Context: an optimization exercise on an open-source flow, tuned for small area, a short achievable clock period and few clock cycles. The choices shown serve that exercise and are no tape-out recipe.
Only simulation tests tie the RTL to the original design; equivalence was not proved.
No activity file was given, so power comes from the tool's default toggle rates.

`flow/run.sh`:
```
#!/bin/bash
# synth_recipe.tcl (not shown) runs the flow's synth.tcl, then flattens the netlist and writes it again
# the make line also repeats each setting of config.mk as NAME=value (left out here)
make -C /OpenROAD-flow-scripts/flow DESIGN_CONFIG=/design/flow/config.mk WORK_HOME=/design/flow/orfs CLKGATE_MAP_FILE= SYNTH_SCRIPT=/design/flow/synth_recipe.tcl finish
```
`flow/design.v`:
```
module sw(i0, i1, i2, i3, o0, o1, o2, o3, clk, rst);
  input clk, rst;
  input [9:0] i0, i1, i2, i3;
  output [9:0] o0, o1, o2, o3;
  wire [9:0] in [0:3];
  assign in[0] = i0; assign in[1] = i1; assign in[2] = i2; assign in[3] = i3;
  wire [8:0] f [0:3];      
  wire [3:0] av;           
  wire [3:0] rq [0:3];     
  reg  [3:0] hd;           
  reg  [3:0] str;          
  wire [3:0] pop;
  reg  [3:0] busy;         
  reg  [3:0] own [0:3];    
  reg  [3:0] pri [0:3];    
  reg  [9:0] ob [0:3];     
  wire [3:0] req [0:3];    
  wire [3:0] gnt [0:3];
  wire [3:0] sel [0:3];    
  wire [3:0] gin;          
  genvar i, j;
  generate
    for (i = 0; i < 4; i = i + 1) begin : g_in
      fifo q(.clk(clk), .rst(rst), .din({in[i][9], in[i][7:0]}),
             .dval(in[i][9] | in[i][8]), .pop(pop[i]), .h(f[i]), .hv(av[i]), .req(rq[i]));
      assign gin[i] = gnt[0][i] | gnt[1][i] | gnt[2][i] | gnt[3][i];
      assign pop[i] = (str[i] & av[i]) | gin[i];
    end
    for (j = 0; j < 4; j = j + 1) begin : g_out
      for (i = 0; i < 4; i = i + 1) begin : g_r
        assign req[j][i] = rq[i][j];
        assign sel[j][i] = busy[j] ? (own[j][i] & av[i]) : gnt[j][i];
      end
      arb a(.req(req[j]), .pri(pri[j]), .busy(busy[j]), .gnt(gnt[j]));
    end
  endgenerate
  function [9:0] pick;
    input [3:0] s;
    input [8:0] f0, f1, f2, f3;
    input [3:0] h;
    begin
      pick = ({10{s[0]}} & {f0[8], ~h[0], f0[7:0]}) |
             ({10{s[1]}} & {f1[8], ~h[1], f1[7:0]}) |
             ({10{s[2]}} & {f2[8], ~h[2], f2[7:0]}) |
             ({10{s[3]}} & {f3[8], ~h[3], f3[7:0]});
    end
  endfunction
  wire [3:0] tl = av & {f[3][8], f[2][8], f[1][8], f[0][8]};
  integer k, n;
  always @(posedge clk) begin
    for (k = 0; k < 4; k = k + 1)
      ob[k] <= pick(sel[k], f[0], f[1], f[2], f[3], str ^ 4'b1111);
    if (rst) begin
      str <= 4'b0000;
      busy <= 4'b0000;
      for (k = 0; k < 4; k = k + 1) begin
        pri[k] <= 4'b0001;
        ob[k][9:8] <= 2'b00;
      end
    end else begin
      str <= (str & ~tl) | gin;
      for (k = 0; k < 4; k = k + 1) begin
        if (busy[k]) begin
          if (|(own[k] & tl)) busy[k] <= 1'b0;
        end else if (|gnt[k]) begin
          busy[k] <= 1'b1;
          own[k] <= gnt[k];
          pri[k] <= {gnt[k][2:0], gnt[k][3]};
        end
      end
    end
  end
  assign o0 = ob[0];
  assign o1 = ob[1];
  assign o2 = ob[2];
  assign o3 = ob[3];
endmodule
module fifo(clk, rst, din, dval, pop, h, hv, req);
  input clk, rst, dval, pop;
  input [8:0] din;
  output reg [8:0] h;    
  output reg hv;         
  output reg [3:0] req;  
  reg [8:0] mem [0:14];
  reg [3:0] rp, wp;      
  reg hd;                
  reg empty, full;       
  wire take = ~hv | pop;
  wire fromm = take & ~empty;
  wire byp = take & empty & dval;
  wire wr = dval & ~byp;
  function [3:0] nx;
    input [3:0] p;
    nx = {p[2:0], p[3] ^ p[2]};
  endfunction
  function [3:0] st;
    input integer k;
    integer n;
    reg [3:0] p;
    begin
      p = 4'b0001;
      for (n = 0; n < k; n = n + 1) p = nx(p);
      st = p;
    end
  endfunction
  function [3:0] dec;
    input [1:0] d;
    dec = 4'b0001 << d;
  endfunction
  reg [8:0] rd;
  integer k;
  always @* begin
    rd = mem[0];
    for (k = 1; k < 15; k = k + 1)
      if (rp == st(k)) rd = mem[k];
  end
  wire [3:0] rq_pop = (~hd & h[8]) ? (empty ? (dval ? dec(din[1:0]) : 4'b0000) : dec(rd[1:0])) : 4'b0000;
  wire [3:0] rq_idle = (hd & dval) ? dec(din[1:0]) : 4'b0000;
  always @(posedge clk) begin
    for (k = 0; k < 15; k = k + 1)
      if (!full && wp == st(k)) mem[k] <= din;
    if (fromm) h <= rd;
    else if (byp) h <= din;
    if (rst) begin
      rp <= 4'b0001;
      wp <= 4'b0001;
      empty <= 1'b1;
      full <= 1'b0;
      hv <= 1'b0;
      hd <= 1'b1;
      req <= 4'b0000;
    end else begin
      if (wr) wp <= nx(wp);
      if (fromm) rp <= nx(rp);
      if (wr & ~fromm) begin
        empty <= 1'b0;
        full <= (nx(wp) == rp);
      end else if (fromm & ~wr) begin
        empty <= (nx(rp) == wp);
        full <= 1'b0;
      end
      hv <= (hv & ~pop) | ~empty | dval;
      if (pop) begin
        hd <= ~hd & h[8];
        req <= rq_pop;
      end else if (!hv) begin
        req <= rq_idle;
      end
    end
  end
endmodule
module arb(req, pri, busy, gnt);
  input [3:0] req, pri;
  input busy;
  output [3:0] gnt;
  genvar i;
  generate
    for (i = 0; i < 4; i = i + 1) begin : g
      assign gnt[i] = req[i] & ~busy & (pri[i] |
                        (pri[(i+3)%4] & ~req[(i+3)%4]) |
                        (pri[(i+2)%4] & ~req[(i+2)%4] & ~req[(i+3)%4]) |
                        (pri[(i+1)%4] & ~req[(i+1)%4] & ~req[(i+2)%4] & ~req[(i+3)%4]));
    end
  endgenerate
endmodule
```
`flow/constraint.sdc`:
```
create_clock -name core_clock -period 6.0 [get_ports {clk}]
set_input_delay 1.2000 -clock core_clock [delete_from_list [all_inputs] [get_ports {clk}]]
set_output_delay 1.2000 -clock core_clock [all_outputs]
set_load 0.01 [all_outputs]
```
`flow/config.mk`:
```
export PLATFORM = sky130hd
export DESIGN_NAME = sw
export DESIGN_NICKNAME = sw
export VERILOG_FILES = /design/flow/design.v
export SDC_FILE = /design/flow/constraint.sdc
export NUM_CORES = 4
export LEC_CHECK = 0
export CAP_MARGIN = 20
export CORE_MARGIN = 2
export CORE_UTILIZATION = 40
export PLACE_DENSITY = 0.6
export SETUP_SLACK_MARGIN = 3.6
export SLEW_MARGIN = 20
```
==> results of run 1 <==
final cells by class:
cell class,count,area (sq um),area share [%]
Timing Repair Buffer,297,2800,7.12
Multi-Input combinational cell,1639,12000,30.5
Sequential cell,720,20400,52.0
Timing Repair inverter,1,5.00,0.0127
Inverter,60,274,0.697
Tap cell,1050,1310,3.34
Clock inverter,35,360,0.916
Clock buffer,101,2130,5.43
stage by stage:
stage	hold slack (ns)	area [sq um]	total power, uW
global placement	0.472	33400	11000
finish	0.517	39300	17100
global route	0.540	39300	17700
detailed placement	0.486	33400	11100
floorplan	0.452	31700	9530
CTS	0.508	38200	16500
kinds of logic (layout without fill, tap and decap cells):
kind of cell               after synthesis  in the layout  synth area share [%]
xor gates and xnor gates                32             32                 0.888
AOI/OAI and AO/OA                      757            757                  16.6
adders and majority gates               36             36                  1.43
buffers and inverters                  210            494                  2.67
DFF                                    720            720                  64.4
muxes                                   75             75                  2.41
and+or+nand+nor                        737            739                  11.6
worst max path at each step:
stage               cells past startpoint          endpoint  slack, ns
floorplan                               8   g_in[1].q.empty       3.55
global placement                        7    g_in[2].q.full       2.44
detailed placement                      3    g_in[1].q.h[3]       2.42
CTS                                    11  g_in[3].q.req[1]       3.51
global route                           11  g_in[1].q.req[0]       3.40
finish                                 11  g_in[1].q.req[0]       3.48
per-layer routing:
metal / wire length (um) / vias up
li1: - / 10400
met1: 39000 / 11500
met2: 42300 / 1147
met3: 7110 / 145
met4: 1950 / 2
met5: 13 / -
worst max-delay path, delay by kind of cell (launching register included):
kind	cells	cell delay, ns
buffers and inverters	3	0.39
DFF	1	0.37
and+or+nand+nor	1	0.14
adders and majority gates	1	0.17
AOI/OAI and AO/OA	6	1.29
synthesized netlist by cell type, types with 13 or more instances:
cell / number / share of area, %
a22oi_1: 16 / 0.38
a221oi_1: 21 / 0.58
a21oi_1: 179 / 2.8
nand2b_1: 62 / 1.2
dfxtp_1: 128 / 8.1
buf_1: 16 / 0.19
edfxtp_1: 592 / 56
nor2_1: 199 / 2.4
clkbuf_1: 100 / 1.2
inv_1: 55 / 0.65
ha_1: 36 / 1.4
o211ai_1: 17 / 0.40
nand2_1: 220 / 2.6
nor2b_1: 35 / 0.69
nor3_1: 42 / 0.67
a31oi_1: 18 / 0.36
mux2i_1: 66 / 2.1
buf_2: 29 / 0.46
o22ai_1: 79 / 1.6
a221o_1: 16 / 0.51
xnor2_1: 28 / 0.78
nand3b_1: 22 / 0.52
o21ai_0: 142 / 2.3
o221ai_1: 29 / 0.80
nand3_1: 51 / 0.81
and2_1: 13 / 0.26
a31o_2: 18 / 0.50
a222oi_1: 42 / 1.3
a211oi_1: 31 / 0.74
o2bb2ai_1: 23 / 0.64
power breakdown:
part,internal [uW],switching (uW)
Sequential,6260,799
Combinational,2230,3100
Clock,2770,1940
timing repair:
| action | 4_1_cts | 5_1_grt |
|---|---|---|
| setup endpoints to repair | 174 | 127 |
| resized for setup | 401 | 204 |
| setup buffers | 118 | 59 |
| pin swaps | 88 | 88 |
| cloned | 7 | 4 |
state kept, by name (all words and copies together) (netlist names), 16 cells and up:
name / cells
g_in.q.rp: 16
g_in.q.mem: 540
ob: 40
g_in.q.wp: 16
own: 16
pri: 16
g_in.q.h: 36
g_in.q.req: 16
==> notes.md, run 1 <==
hold depth=2; via/cell ratio=5.95; Vias=23,200; ratio of cells with drive above 1 in the final layout=24.6%; global-route wire length before repair=134,000 um; R2R depth=11; I/O Buffers=81; clk root buf=clkbuf_16; CP Data Required Time=6.48 ns; Worst Slack Setup Final=3.48 ns; Hold Crit Start=pri[3][2]; Cells after Synth=2,567; Worst Tran Pin Value=1.16 ns; DR WL/cell=23.1 um; Slew HR=22.6%; commonest non-fill, non-tap cell in the layout=edfxtp_1; end of the worst register-to-register path=g_in[1].q.req[0]; pre-CTS setup slack=2.42 ns; Final Core Density=50.0%; Worst EP arrival=3.00 ns; Starting Density=40.2%; # DRC=0; Row Count=103; Layout area overhead=24.6%; number of synthesized flops with an enable pin=592; Layout Nets=2,872; Worst Setup Start Kind=flip-flop; Die Y=285 um; final hold vios=0; slowest cell on the critical path=a222oi_1; crit path cell chain=ha_4 -> buf_12 -> buf_8 -> nand3b_1 -> o21ai_1 -> o211ai_1 -> o311ai_4 -> a222oi_1 -> a21oi_2 -> buf_6 -> a311o_1; CORE AREA=78,600 sq um; Reg clk slew, reported paths=0.06 ns; dpl cells=3,579; Peak Freq=0.397 GHz; largest net degree at the start of global routing=69; r2r setup slk=3.48 ns; routability cong.=0.895; CTS H-tree depth=3; register area share after synthesis=64.4%; antenna cells=0; hold_buf cts=0; leakage power=0.0133 uW; most frequent cells in the layout=edfxtp_1, nand2_1, nor2_1; status=timing/DRC/antenna clean; Worst Setup End Kind=flip-flop; die area=81,200 sq um; flops & latches, synth=720; Overflow after GRT=0; async set or reset register ratio after synthesis=0%; predominant post-synthesis flop cell=edfxtp_1; Ports=82; fin crit share=42.0%; insertion delay to the later sink of the worst-skew pair=0.62 ns; Worst Hold Class=reg2reg; reg2reg start=g_in[1].q.rp[2]; initial antenna violation count=1; vias in the first global route=22,200; number of clock sinks=720; count of final setup violators=0; critical path startpoint=g_in[1].q.rp[2]; dpl hpwl=56,300 um; Worst VDD drop=0.000202 V; ANT nets after route=0; maxcap violations=0; die width=285 um; mapped cell area=31,600 sq um; Fillers=6,642; Post-Route WL=90,300 um; Worst Setup Path Type=reg2reg; clock skew=0.0243 ns; clk buf depth=3; minimum clock period=2.52 ns; CTS tree=done; crit-path max cell delay=0.38 ns; routing usage on met1=29.9%; busiest layer in global routing=met2; met3 usage in global routing=3.53%; Ys Warns=9; TritonRoute pass-1 iters=11; met2 GRT Util=33.3%; setup TNS=0 ns; Synth Area per Inst=12.3 sq um; pwr/cell area=435 nW/um^2; Final Non-Filler Cells=3,903; Worst Hold Endpoint=pri[3][2]; DR iter-0 viols=2,979; Cell variety after synth=97; Num CTS Buffers=75; Synth Net Count=2,645; RSZ-0062 raised after global routing=true; Total GRT Usage=21.0%; Crit Path Max Fanout=5; Max Transition Viols Final=0
Testbench counts, summed over its fixed seeds: cycles 2,639.
==> run 2, diff against run 1 <==
--- a/flow/config.mk
+++ b/flow/config.mk
@@ -11,3 +11,3 @@
 export PLACE_DENSITY = 0.6
-export SETUP_SLACK_MARGIN = 3.6
+export SETUP_SLACK_MARGIN = 3.0
 export SLEW_MARGIN = 20
==> notes.md, run 2 <==
Num CTS Buffers=78 (+4.0%); synth top area cells=edfxtp_1, dfxtp_1, a21oi_1, nand2_1, nor2_1; mapped cell area=31,600 sq um (unchanged); number of synthesized flops with an enable pin=592 (unchanged); Worst EP arrival=3.31 ns (+0.31 ns); async set or reset register ratio after synthesis=0% (unchanged); antenna cells=0 (unchanged); Synth top area share=56.3% (unchanged); Row Count=103 (unchanged); Worst Hold Class=reg2reg; Largest register FFs=540 (unchanged); CP Data Required Time=6.34 ns (-0.14 ns); Worst Tran Pin Value=1.07 ns (-0.0831 ns); register area share after synthesis=64.4% (unchanged); Layout area overhead=15.0%; list of most frequent post-synthesis cells=edfxtp_1, nand2_1, nor2_1, a21oi_1, o21ai_0; largest net degree at the start of global routing=49 (-29%); Vias=22,200 (-4.4%); clk root buf=clkbuf_16; Overflow after GRT=0 (unchanged); I/O Buffers=81 (unchanged); setup TNS=0 ns (unchanged); ratio of cells with drive above 1 in the final layout=10.8% (-14 points); design area=36,300 sq um (-7.7%); most common cell in the netlist=edfxtp_1; DR WL/cell=22.2 um (-4.0%); CTS H-tree depth=3 (unchanged); Peak Freq=0.336 GHz (-15%); leakage power=0.0120 uW (-9.8%); Post-Route WL=83,100 um (-8.0%); Worst VDD drop=0.000231 V (+14%); Crit Path Max Fanout=22 (+17); maxcap violations=0 (unchanged); clk buf depth=3 (unchanged); Synth Net Count=2,645 (unchanged); r2r setup slk=3.02 ns (-0.46 ns); status=timing/DRC/antenna clean; Total GRT Usage=19.9% (-1.0 points); Area after DPL=33,300 sq um (-0.24%); Max Transition Viols Final=0 (unchanged); routability cong.=0.905 (+1.1%); pwr/cell area=439 nW/um^2 (+1.0%); most frequent cells in the layout=edfxtp_1, nand2_1, nor2_1; RSZ-0062 raised after global routing=true; Ports=82 (unchanged); DR iter-0 viols=3,110 (+4.4%); fin crit share=49.6% (+7.6 points); Reg clk slew, reported paths=0.05 ns (about the same); number of clock sinks=720 (unchanged); ANT nets after route=0 (unchanged); Starting Density=40.2% (unchanged); CORE AREA=78,600 sq um (unchanged); global-route wire length before repair=127,000 um (-4.8%); clock skew=0.0238 ns (-0.000485 ns); die area=81,200 sq um (unchanged); Slew HR=27.5% (+4.9 points); final hold vios=0 (unchanged); minimum clock period=2.98 ns (+0.456 ns); # DRC=0 (unchanged); Yosys top cell by area=edfxtp_1; dpl hpwl=55,400 um (-1.6%); flops & latches, synth=720 (unchanged); initial antenna violation count=1 (unchanged); Worst Setup End Kind=flip-flop; TritonRoute pass-1 iters=12 (+1); largest registers=g_in.q.mem (540), ob (40), g_in.q.h (36); Die Y=285 um (unchanged); insertion delay to the later sink of the worst-skew pair=0.62 ns (about the same); Synth Area per Inst=12.3 sq um (unchanged); vias in the first global route=21,500 (-3.3%); Worst Setup Start Kind=flip-flop; count of final setup violators=0 (unchanged); Largest Register=g_in.q.mem; Ys Warns=9 (unchanged); hold_buf cts=0 (unchanged); Cell variety after synth=97 (unchanged); Cells after Synth=2,567 (unchanged); Layout Nets=2,705 (-5.8%); die width=285 um (unchanged); predominant post-synthesis flop cell=edfxtp_1; CTS tree=done; via/cell ratio=5.93 (-0.28%); Worst Setup Path Type=reg2reg; commonest non-fill, non-tap cell in the layout=edfxtp_1
==> run 2: cell counts after synthesis <==
No cell type changed its count.
==> run 2: power by group <==
group          internal [uW]  switching (uW)  leakage (uW)  total [uW]
Clock                   2750            1970       0.00124        4730
Sequential              6250             809       0.00646        7060
Combinational           1600            2560       0.00431        4160
Total                  10600            5340        0.0120       15900
==> run 2: cell families (layout without fill, tap and decap cells) <==
logic type	after synthesis	count (layout)	synth area share (%)
AO/OA/AOI/OAI	757	757	16.6
AND/OR/NAND/NOR	737	737	11.6
flip-flops	720	720	64.4
buffers and inverters	210	335	2.67
multiplexers	75	75	2.41
adder cells (fa/ha/maj)	36	36	1.43
XOR/XNOR	32	32	0.888
==> run 2: worst paths after layout <==
check                                       to  cells after the start             from
worst max register to register  g_in[0].q.h[6]                     10  g_in[0].q.rp[3]
worst max-delay path            g_in[0].q.h[6]                     10  g_in[0].q.rp[3]
worst min-delay path                 pri[1][0]                      1        pri[1][0]
worst min register to register       pri[1][0]                      1        pri[1][0]
==> run 2: metrics by stage <==
step	std cells	power [uW]	setup WS (ns)	util [%]	hold WS, ns
after floorplan	2567	9500	3.45	-	0.452
after global placement	3578	10900	2.41	42.4	0.472
after detailed placement	3578	11000	2.31	42.4	0.473
after CTS	3730	15800	2.96	45.8	0.486
after global routing	3742	16600	2.93	46.2	0.503
final	3742	15900	3.02	46.2	0.486
==> run 2: critical path, stage by stage, from the launching register on <==
cell and delay [ns]:
dfxtp_1 0.37, inv_1 0.14, ha_1 0.16, buf_4 0.28, nand2b_2 0.24, o22ai_1 0.18, o21ai_0 0.11, a221oi_1 0.45
o21ai_0 0.28, a21oi_1 0.29, o2bb2ai_1 0.16
==> run 2: timing repair <==
action	in CTS	in global routing
buffers inserted	7	12
pin swaps	4	7
setup endpoints to repair	65	70
resized for setup	34	45
==> run 2: cell type report <==
class	instances	area (sq um)
sequential	720	20400
inverter	60	231
multi-input combinational	1637	10700
tap	1050	1310
fill	6921	42300
clock inverter	44	427
clock buffer	101	2100
timing repair buffer	130	1190
==> run 2: per-layer routing <==
layer	wire length (um)	up-vias	GRT usage, %
met5	9	-	0
met2	37800	1022	31.1
li1	-	10100	-
met1	36400	11000	28.1
met4	2250	2	6.66
met3	6690	155	3.76
==> run 3, diff against run 2 <==
--- a/flow/design.v
+++ b/flow/design.v
@@ -93,13 +93,3 @@
     input [3:0] p;
-    nx = {p[2:0], p[3] ^ p[2]};
-  endfunction
-  function [3:0] st;
-    input integer k;
-    integer n;
-    reg [3:0] p;
-    begin
-      p = 4'b0001;
-      for (n = 0; n < k; n = n + 1) p = nx(p);
-      st = p;
-    end
+    nx = (p == 4'd14) ? 4'd0 : p + 4'd1;
   endfunction
@@ -109,9 +99,4 @@
   endfunction
-  reg [8:0] rd;
+  wire [8:0] rd = mem[rp];
   integer k;
-  always @* begin
-    rd = mem[0];
-    for (k = 1; k < 15; k = k + 1)
-      if (rp == st(k)) rd = mem[k];
-  end
   wire [3:0] rq_pop = (~hd & h[8]) ? (empty ? (dval ? dec(din[1:0]) : 4'b0000) : dec(rd[1:0])) : 4'b0000;
@@ -120,3 +105,3 @@
     for (k = 0; k < 15; k = k + 1)
-      if (!full && wp == st(k)) mem[k] <= din;
+      if (!full && wp == k) mem[k] <= din;
     if (fromm) h <= rd;
@@ -124,4 +109,4 @@
     if (rst) begin
-      rp <= 4'b0001;
-      wp <= 4'b0001;
+      rp <= 4'd0;
+      wp <= 4'd0;
       empty <= 1'b1;
--- a/flow/config.mk
+++ b/flow/config.mk
@@ -11,3 +11,3 @@
 export PLACE_DENSITY = 0.6
-export SETUP_SLACK_MARGIN = 3.0
+export SETUP_SLACK_MARGIN = 3.6
 export SLEW_MARGIN = 20
==> notes.md, run 3 <==
status=timing/DRC/antenna clean; clk root buf=clkbuf_16; R2R depth=10 (unchanged); Worst Setup Path Type=reg2reg; most frequent cells in the layout=edfxtp_1, nand2_1, buf_4; Reg clk slew, reported paths=0.07 ns (+0.02 ns); Layout area overhead=23.0%; Layout Nets=2,766 (+2.3%); Total GRT Usage=23.0% (+3.1 points); reg2reg start=g_in[2].q.req[2]; Cells after Synth=2,520 (-1.8%); CTS tree=done; minimum clock period=2.55 ns (-0.430 ns); DR WL/cell=24.7 um (+11%); fin crit share=42.4% (-7.2 points); Num CTS Buffers=76 (-2.6%); Ports=82 (unchanged); ratio of cells with drive above 1 in the final layout=23.8% (+13 points); Peak Freq=0.393 GHz (+17%); final hold vios=0 (unchanged); Worst Setup End Kind=flip-flop; number of clock sinks=720 (unchanged); cell depth of the worst setup path=10 (unchanged); Worst VDD drop=0.000256 V (+11%); slowest cell on the critical path=or4b_4; Crit Path Max Fanout=5 (-77%); Post-Route WL=94,300 um (+13%); CORE AREA=77,200 sq um (-1.8%); crit path to=g_in[3].q.empty; Yosys top cell by area=edfxtp_1; pwr/cell area=399 nW/um^2 (-9.1%); number of synthesized flops with an enable pin=592 (unchanged); Overflow after GRT=0 (unchanged); Slew HR=24.0% (-3.4 points); Vias=23,100 (+4.3%); via/cell ratio=6.06 (+2.2%); Worst Hold Class=reg2reg; commonest non-fill, non-tap cell in the layout=edfxtp_1; Die Y=283 um (-0.75%); critical path startpoint=g_in[2].q.req[2]; largest net degree at the start of global routing=62 (+27%); Area after DPL=33,300 sq um (about the same); design area=38,200 sq um (+5.3%); Worst EP arrival=3.05 ns (-0.26 ns); CP bufs+invs=3 (+1); # DRC=0 (unchanged); Synth top area share=57.2% (+0.87 points); largest registers=g_in.q.mem (540), ob (40), g_in.q.h (36); dpl hpwl=57,100 um (+3.0%); Final Non-Filler Cells=3,818 (+2.0%); insertion delay to the later sink of the worst-skew pair=0.63 ns (about the same); end of the worst register-to-register path=g_in[3].q.empty; CTS H-tree depth=3 (unchanged); vias in the first global route=22,100 (+2.7%); routability cong.=0.908 (+0.31%); initial antenna violation count=1 (unchanged); Synth Area per Inst=12.3 sq um (+0.32%); ANT nets after route=0 (unchanged); async set or reset register ratio after synthesis=0% (unchanged); dpl cells=3,541 (-1.0%); leakage power=0.0127 uW (+5.4%); antenna cells=0 (unchanged); predominant post-synthesis flop cell=edfxtp_1; Cell variety after synth=90 (-7.2%); clk buf depth=3 (unchanged); most common cell in the netlist=edfxtp_1; die width=283 um (-0.75%); list of most frequent post-synthesis cells=edfxtp_1, nand2_1, nor2_1, a21oi_1, o21ai_0; crit-path max cell delay=0.54 ns (+0.09 ns); Worst Setup Start Kind=flip-flop; clock skew=0.0355 ns (+0.0118 ns); die area=80,000 sq um (-1.5%); Ys Warns=9 (unchanged); CP Data Required Time=6.51 ns (+0.17 ns); Row Count=102 (-0.97%); setup TNS=0 ns (unchanged); count of final setup violators=0 (unchanged); largest delay contributor family on the critical path=compound AO/OA/AOI/OAI gates; TritonRoute pass-1 iters=6 (-6); Fillers=6,570 (-5.1%); register area share after synthesis=65.4% (+0.99 points); hold_buf cts=0 (unchanged); Fin Hold WS=0.466 ns (-0.0202 ns); RSZ-0062 raised after global routing=true; maxcap violations=0 (unchanged); global-route wire length before repair=140,000 um (+9.7%); r2r setup slk=3.45 ns (+0.43 ns); Synth Net Count=2,566 (-3.0%); synth top area cells=edfxtp_1, dfxtp_1, a22oi_1, nand2_1, a21oi_1; Final Core Density=49.5% (+3.3 points); Starting Density=40.3% (+0.11 points); crit path cell chain=or4b_4 -> a21oi_4 -> nor4_4 -> buf_4 -> buf_6 -> a21oi_4 -> clkinv_4 -> ha_4 -> nor4_4 -> a221o_1; Max Transition Viols Final=0 (unchanged); Largest Register=g_in.q.mem; flops & latches, synth=720 (unchanged); mapped cell area=31,100 sq um (-1.5%); Largest register FFs=540 (unchanged); Worst Tran Pin Value=1.13 ns (+0.0595 ns); I/O Buffers=81 (unchanged); DR iter-0 viols=2,769 (-11%)
## run 3: report_power, final
part           internal (uW)  total [uW]  switching, uW
Combinational           1630        3910           2280
Sequential              6070        6690            627
Clock                   2690        4650           1960
## run 3: worst min path at each step
stage | end | start | depth (start not counted) | slack (ns)
3_3_place_gp | g_in[0].q.hd | g_in[0].q.hd | 1 | 0.44
5_1_grt | g_in[0].q.hd | g_in[0].q.hd | 1 | 0.47
4_1_cts | g_in[0].q.hd | g_in[0].q.hd | 1 | 0.46
3_5_place_dp | g_in[0].q.hd | g_in[0].q.hd | 1 | 0.45
2_1_floorplan | g_in[0].q.hd | g_in[0].q.hd | 1 | 0.44
6_report | g_in[0].q.hd | g_in[0].q.hd | 1 | 0.47
## run 3: final cells by class
class                      instances  area (sq um)  share of cell area (%)
sequential                       720         20500                    53.5
multi-input combinational       1573         11100                    28.9
timing repair buffer             290          2740                    7.17
clock buffer                     113          2210                    5.77
tap                             1040          1300                    3.40
inverter                          59           250                   0.654
clock inverter                    23           235                   0.615
## run 3: repair_timing
| item | CTS | global route |
|---|---|---|
| setup endpoints to repair | 230 | 168 |
| pin swaps | 57 | 53 |
| cloned | 5 | 5 |
| gates resized for setup | 327 | 162 |
| buffers inserted | 82 | 49 |
| hold endpoints to repair | 0 | 0 |
## run 3: metrics by stage
stage | total power (uW) | setup slack (ns)
after floorplan | 8450 | 3.14
after global placement | 9600 | 2.11
after detailed placement | 9700 | 2.09
after CTS | 14800 | 3.41
after global routing | 15800 | 3.35
final | 15300 | 3.45
## run 3: cells by family (layout without fill, tap and decap cells)
group / after synthesis / after routing / share of synthesized area [%]
compound gates: 762 / 765 / 16.9
flops: 720 / 720 / 65.4
simple gates: 708 / 708 / 11.2
buf+inv: 230 / 485 / 2.84
mux: 82 / 82 / 3.12
xor+xnor: 14 / 14 / 0.394
fa+ha+maj: 4 / 4 / 0.161
## run 3: routing by layer
metal / GRT usage, % / vias to the layer above / part of all wire (%) / wire length, um
met5: 0 / - / 0.015 / 14
met4: 7.20 / 2 / 2.7 / 2510
met3: 3.86 / 180 / 8.4 / 7960
met2: 36.4 / 1187 / 47 / 43900
met1: 32.3 / 11600 / 42 / 39900
li1: - / 10200 / - / -
Testbench counts of run 3, summed over its fixed seeds: cycles 2,639.
==> run 4, diff against run 3 <==
--- a/flow/config.mk
+++ b/flow/config.mk
@@ -11,3 +11,3 @@
 export PLACE_DENSITY = 0.6
-export SETUP_SLACK_MARGIN = 3.6
+export SETUP_SLACK_MARGIN = 4.0
 export SLEW_MARGIN = 20
==> notes.md, run 4 <==
count of final setup violators=0 (unchanged); initial antenna violation count=1 (unchanged); synth top area cells=edfxtp_1, dfxtp_1, a22oi_1, nand2_1, a21oi_1; clk buf depth=3 (unchanged); number of synthesized flops with an enable pin=592 (unchanged); crit-path max cell delay=0.57 ns (+0.03 ns); critical path startpoint=g_in[2].q.req[2]; Vias=23,700 (+2.3%); die area=80,000 sq um (unchanged); mapped cell area=31,100 sq um (unchanged); CTS H-tree depth=3 (unchanged); fin crit share=42.7% (+0.31 points); Layout Nets=2,846 (+2.9%); async set or reset register ratio after synthesis=0% (unchanged); leakage power=0.0136 uW (+7.5%); insertion delay to the later sink of the worst-skew pair=0.65 ns (+0.02 ns); Cell variety after synth=90 (unchanged); Worst Hold Endpoint=g_in[0].q.hd; setup TNS=0 ns (unchanged); Largest register FFs=540 (unchanged); Layout area overhead=31.7%; commonest non-fill, non-tap cell in the layout=edfxtp_1; pwr/cell area=399 nW/um^2 (about the same); Total GRT Usage=23.6% (+0.65 points); most frequent cells in the layout=edfxtp_1, nand2_1, buf_4; slowest cell on the critical path=or4b_4; Peak Freq=0.390 GHz (-0.73%); Worst Setup Path Type=reg2reg; routability cong.=0.882 (-2.8%); die width=283 um (unchanged); Crit Path Max Fanout=5 (unchanged); predominant post-synthesis flop cell=edfxtp_1; Largest Register=g_in.q.mem; number of clock sinks=720 (unchanged); Area after DPL=33,500 sq um (+0.60%); flops & latches, synth=720 (unchanged); Final Core Density=53.1% (+3.5 points); r2r setup slk=3.44 ns (-0.02 ns); Hold Crit Start=g_in[0].q.hd; list of most frequent post-synthesis cells=edfxtp_1, nand2_1, nor2_1, a21oi_1, o21ai_0; clk root buf=clkbuf_16; vias in the first global route=22,500 (+2.0%); ANT nets after route=0 (unchanged); Slew HR=38.2% (+14 points); Worst Setup Start Kind=flip-flop; Synth top area share=57.2% (unchanged); design area=41,000 sq um (+7.1%); Post-Route WL=97,700 um (+3.6%); minimum clock period=2.56 ns (+0.0188 ns); Die Y=283 um (unchanged); end of the worst register-to-register path=g_in[3].q.empty; Num CTS Buffers=77 (+1.3%); Final Non-Filler Cells=3,900 (+2.1%); Ports=82 (unchanged); global-route wire length before repair=143,000 um (+2.6%); dpl hpwl=57,000 um (-0.10%); most used cell, CP=a21oi_4; R2R depth=10 (unchanged); ratio of cells with drive above 1 in the final layout=33.4% (+9.6 points); antenna cells=0 (unchanged); Yosys top cell by area=edfxtp_1; dpl cells=3,519 (-0.62%); Synth Net Count=2,566 (unchanged); Worst Tran Pin Value=0.919 ns (-0.214 ns); Synth Area per Inst=12.3 sq um (unchanged); TritonRoute pass-1 iters=6 (unchanged); Worst Setup End Kind=flip-flop; Fillers=6,239 (-5.0%); register area share after synthesis=65.4% (unchanged); largest registers=g_in.q.mem (540), ob (40), g_in.q.h (36); clock skew=0.0352 ns (-0.000349 ns); Reg clk slew, reported paths=0.06 ns (about the same); hold depth=1 (unchanged); crit path cell chain=or4b_4 -> a21oi_4 -> nor4_4 -> buf_6 -> buf_12 -> a21oi_4 -> clkinv_4 -> ha_4 -> nor4_2 -> a221o_1; RSZ-0062 raised after global routing=true; final hold vios=0 (unchanged); Ys Warns=9 (unchanged); # DRC=0 (unchanged); Worst Hold Class=reg2reg; most common cell in the netlist=edfxtp_1; I/O Buffers=81 (unchanged); CORE AREA=77,200 sq um (unchanged); largest net degree at the start of global routing=56 (-9.7%); Starting Density=40.3% (unchanged); CTS tree=done; via/cell ratio=6.07 (+0.11%); Cells after Synth=2,520 (unchanged); DR iter-0 viols=2,818 (+1.8%); reg2reg start=g_in[2].q.req[2]; Worst VDD drop=0.000209 V (-18%); maxcap violations=0 (unchanged); DR WL/cell=25.1 um (+1.5%); Overflow after GRT=0 (unchanged); Worst EP arrival=3.09 ns (+0.04 ns); Row Count=102 (unchanged); status=timing/DRC/antenna clean; CP Data Required Time=6.52 ns (about the same); Max Transition Viols Final=0 (unchanged)
[run 4: per-layer routing]
layer	up-vias	wire length [um]	GRT usage (%)
li1	10400	-	-
met1	11900	40200	32.8
met2	1189	46000	37.4
met3	233	8370	4.22
met4	2	3120	8.30
met5	-	13	0
[run 4: worst max path at each step]
stage,cells after the start,endpoint
floorplan,8,g_in[1].q.full
global placement,9,g_in[1].q.full
detailed placement,9,g_in[1].q.full
CTS,10,g_in[1].q.full
finish,10,g_in[3].q.empty
global route,9,g_in[3].q.req[0]
[run 4: report_power, final]
part | leakage [uW] | internal (uW) | switching, uW
clock | 0.00121 | 2650 | 2020
combinational | 0.00589 | 2220 | 2670
sequential | 0.00651 | 6080 | 700
[run 4: what timing repair did]
action                                  in CTS  in global routing
gates resized for setup                    614                254
pin swaps                                  117                105
endpoints found under the setup margin     602                425
buffers inserted                           159                 70
gates cloned                                11                  2
hold buffers                                 0                  0
[run 4: through the flow]
| stage | setup slack (ns) | power (uW) | hold slack, ns |
|---|---|---|---|
| after floorplan | 3.14 | 8580 | 0.435 |
| after global placement | 2.07 | 9700 | 0.445 |
| after detailed placement | 2.02 | 9800 | 0.451 |
| after CTS | 3.45 | 15500 | 0.465 |
| after global routing | 3.38 | 16900 | 0.502 |
| final | 3.44 | 16300 | 0.459 |
[run 4: cell type report]
type | instances | area (sq um) | area share (%)
clock buffer | 101 | 2120 | 5.19
clock inverter | 38 | 338 | 0.825
inverter | 59 | 259 | 0.632
multi-input combinational | 1573 | 12400 | 30.3
sequential | 720 | 20500 | 50.1
tap | 1040 | 1300 | 3.18
timing repair buffer | 369 | 4040 | 9.86
[run 4: critical path, delay by kind of cell (launching register included)]
family	cells	cell delay, ns
simple gates	3	0.67
buf+inv	3	0.40
fa+ha+maj	1	0.30
compound gates	3	0.71
flops	1	0.38
[run 4: cells by family after synthesis]
logic type | share of synthesized area (%)
mux | 3.12
buf+inv | 2.84
simple gates | 11.2
flops | 65.4
xor+xnor | 0.394
compound gates | 16.9
fa+ha+maj | 0.161

## re-timing with driven ports
In the flow no input, the clock included, has a driving cell. The finished layouts below were timed again as built, in two steps. Step 1 assumes that a clkbuf_16 drives the clock port and a buf_2 every other input. Step 2 moves the port delays by t, midway between the first and last clock arrival at a register: inputs arrive t later, outputs are due t later. That takes back most of the time a late clock gives input paths. Slacks: no drivers / after step 1 / after step 2; pairs: no drivers / after step 1.
run	shift t [ns]	setup slack, ns	worst register clock-pin slew, ns	cell pins on the clock port's net
run 1	0.667	3.481 / 3.481 / 2.848	0.06 / 0.06	1
run 2	0.667	3.024 / 3.024 / 2.601	0.06 / 0.06	1
run 3	0.679	3.454 / 3.454 / 2.834	0.07 / 0.07	1
run 4	0.700	3.435 / 3.435 / 2.827	0.07 / 0.07	1
After both steps setup and hold are still met in every run listed. For run 1, which loses most, drivers alone change the setup slack by 0.000 ns; drivers and shift together by -0.633 ns.
